Context: an optimization exercise on an open-source flow, tuned for small area and a short achievable clock period. The choices shown serve that exercise and are no tape-out recipe.

Setup of branch willow:
// cubic_fixed
module cubic_fixed #(
    parameter int WID     = 16,    
    parameter int FBITS   = 8      
)(
    input  logic                        clk,
    input  logic                        rst,
    input  logic signed [WID-1:0]       x,
    input  logic signed [WID-1:0]       a0,
    input  logic signed [WID-1:0]       a1,
    input  logic signed [WID-1:0]       a2,
    output logic signed [WID-1:0]       y
);
Settings: LEC_CHECK=0, ABC_AREA=1, CAP_MARGIN=20, CORE_MARGIN=2, CORE_UTILIZATION=40, SLEW_MARGIN=20; clock period 15.0 ns.
standard.sh (not shown) runs the stock make flow with config.mk's settings and CLKGATE_MAP_FILE= SYNTH_SCRIPT=/design/flow/synth_recipe.tcl, a recipe that flattens the netlist after the stock synthesis.
==> flow/flow/run.sh <==
#!/bin/bash
# Standard ORFS layout (the standard.sh) with two changes:
#  - port buffers use buf_4 instead of the default delay-buffer cell;
#  - timing repair (after floorplan, CTS and global routing) aims for
#    9 ns of setup slack at the 15 ns clock, so the resizer sizes the
#    critical paths.  The SDC (clock period, I/O delays, load) is unchanged.
# Each ORFS step writes its own log under orfs/logs/; make's output goes to
# standard.log.
set -euo pipefail
export BUFFER_PORTS_ARGS="-buffer_cell sky130_fd_sc_hd__buf_4"
export SETUP_SLACK_MARGIN=9
bash standard.sh > standard.log 2>&1
Inputs modified between branch willow and branch ember:
# branch willow
export LEC_CHECK = 0
export ABC_AREA = 1
export CAP_MARGIN = 20
export CORE_MARGIN = 2
export CORE_UTILIZATION = 40
export SLEW_MARGIN = 20
create_clock -name core_clock -period 15.0 [get_ports {clk}]
# branch ember
export LEC_CHECK = 0
export ABC_AREA = 1
export CAP_MARGIN = 20
export CORE_MARGIN = 2
export CORE_UTILIZATION = 40
export GPL_TIMING_DRIVEN = 0
export SLEW_MARGIN = 20
create_clock -name core_clock -period 15.0 [get_ports {clk}]
==> flow/run.sh (new file) <==
#!/bin/bash
# synth_recipe.tcl (not shown) runs the flow's synth.tcl, then flattens the netlist and writes it again
# the make line also repeats each setting of config.mk as NAME=value (left out here)
make -C /OpenROAD-flow-scripts/flow DESIGN_CONFIG=/design/flow/config.mk WORK_HOME=/design/flow/orfs CLKGATE_MAP_FILE= SYNTH_SCRIPT=/design/flow/synth_recipe.tcl finish
removed: flow/flow/run.sh
removed: flow/standard.sh
==> run summary <==
Worst slew margin relative to its limit on branch ember is down relative to branch willow.
branch ember -> branch willow: sum of negative setup slack delta 0, exact match
Register-to-register slack was lower in the run labelled branch ember.
Per the comparison of branch ember with branch willow, instance area after placement grew by 2.0%; total track usage higher; final worst-path cycle share picked up an extra 8.8 points; final wirelength saw an increase.
Relative to branch willow, setup slack decreased by 1310 ps in branch ember.
Looking at growth of design area from synthesis to finish across branch ember and branch willow, the one that comes out lower is branch ember.
No functional check of the RTL was part of any run of this note.

---

the baseline:
cubic_fixed, a different RTL version from the one above (not shown whole).
Size: about 3000 cells after synthesis, roughly 130 flip-flops, about 0.024 sq mm of cells after synthesis.
==> flow/config.mk <==
export PLATFORM = sky130hd
export DESIGN_NAME = cubic_fixed
export DESIGN_NICKNAME = cubic_fixed
export VERILOG_FILES = /design/flow/design.v
export SDC_FILE = /design/flow/constraint.sdc
export NUM_CORES = 4
export LEC_CHECK = 0
export ABC_AREA = 1
export CAP_MARGIN = 20
export CORE_MARGIN = 2
export CORE_UTILIZATION = 40
export SLEW_MARGIN = 20
export SYNTH_HIERARCHICAL = 1
==> flow/constraint.sdc <==
create_clock -name core_clock -period 15.0 [get_ports {clk}]
set_input_delay 3.0000 -clock core_clock [delete_from_list [all_inputs] [get_ports {clk}]]
set_output_delay 3.0000 -clock core_clock [all_outputs]
set_load 0.01 [all_outputs]
==> flow/flow/run.sh <==
#!/bin/bash
# Standard ORFS layout (the standard.sh) with two changes:
#  - port buffers use buf_1 instead of the default delay-buffer cell;
#  - timing repair (after floorplan, CTS and global routing) aims for
#    9 ns of setup slack at the 15 ns clock, so the resizer sizes the
#    critical paths.  The SDC (clock period, I/O delays, load) is unchanged.
# Each ORFS step writes its own log under orfs/logs/; make's output goes to
# standard.log.
set -euo pipefail
export BUFFER_PORTS_ARGS="-buffer_cell sky130_fd_sc_hd__buf_1"
export SETUP_SLACK_MARGIN=9
bash standard.sh > standard.log 2>&1
The baseline has completed all stages; timing, DRC and antenna checks passed.
Relative to the baseline, the following input files were edited for the candidate:
# the baseline
export LEC_CHECK = 0
export ABC_AREA = 1
export CAP_MARGIN = 20
export CORE_MARGIN = 2
export CORE_UTILIZATION = 40
export SLEW_MARGIN = 20
export SYNTH_HIERARCHICAL = 1
create_clock -name core_clock -period 15.0 [get_ports {clk}]
# the candidate
export LEC_CHECK = 0
export ABC_AREA = 1
export CAP_MARGIN = 20
export CORE_MARGIN = 2
export CORE_UTILIZATION = 40
export SLEW_MARGIN = 20
export SYNTH_HIERARCHICAL = 1
export TNS_END_PERCENT = 0
create_clock -name core_clock -period 15.0 [get_ports {clk}]
--- outcome ---
The baseline has lower number of signal-net buffers in the layout than the candidate. Endpoint of the most critical setup path = q_s0[12]: the baseline; endpoint of the most critical setup path = cs_s_s1[5]: the candidate. Looking at worst setup slack, the candidate sits 0.13 ns lower than the baseline does. Compared with the baseline, fmax in the candidate decreased by a few percent. In the reports for the baseline and the candidate, the larger normalized max-slew margin belongs to the baseline. Route | the candidate vs the baseline | wire longer in the candidate.
Function was not checked in any run of this note: the RTL went through the layout flow alone.

## port drivers added, routing unchanged
How much do the figures lean on ideal ports? The routed layouts below were timed once more, with nothing changed but the port constraints.
Step 1: set_driving_cell puts a clkbuf_16 on clk and a buf_2 on each other input, an assumption about the parent block.
Step 2 adds t to the input delays and takes it off the output delays; t is the mean of the earliest and latest rising clock arrival at the registers after step 1. Input paths then give back, and output paths get back, about the clock's delay inside the block.
a / b / c = no drivers / after step 1 / after step 2; a / b = the first two.
run | t, ns | slack for setup (ns) | worst setup path after step 2 | worst slew at a driven data input, ns
branch willow | 0.549 | 8.817 / 8.759 / 8.962 | register to register | 0.06
branch ember | 0.554 | 7.502 / 7.502 / 7.502 | register to register | 0.05
the baseline | 0.530 | 9.141 / 9.147 / 8.637 | input to register | 0.06
the candidate | 0.530 | 9.010 / 9.010 / 8.545 | input to register | 0.04
After both steps setup and hold are still met in every run listed. For the baseline, which loses most, drivers alone change the setup slack by +0.006 ns; drivers and shift together by -0.504 ns.
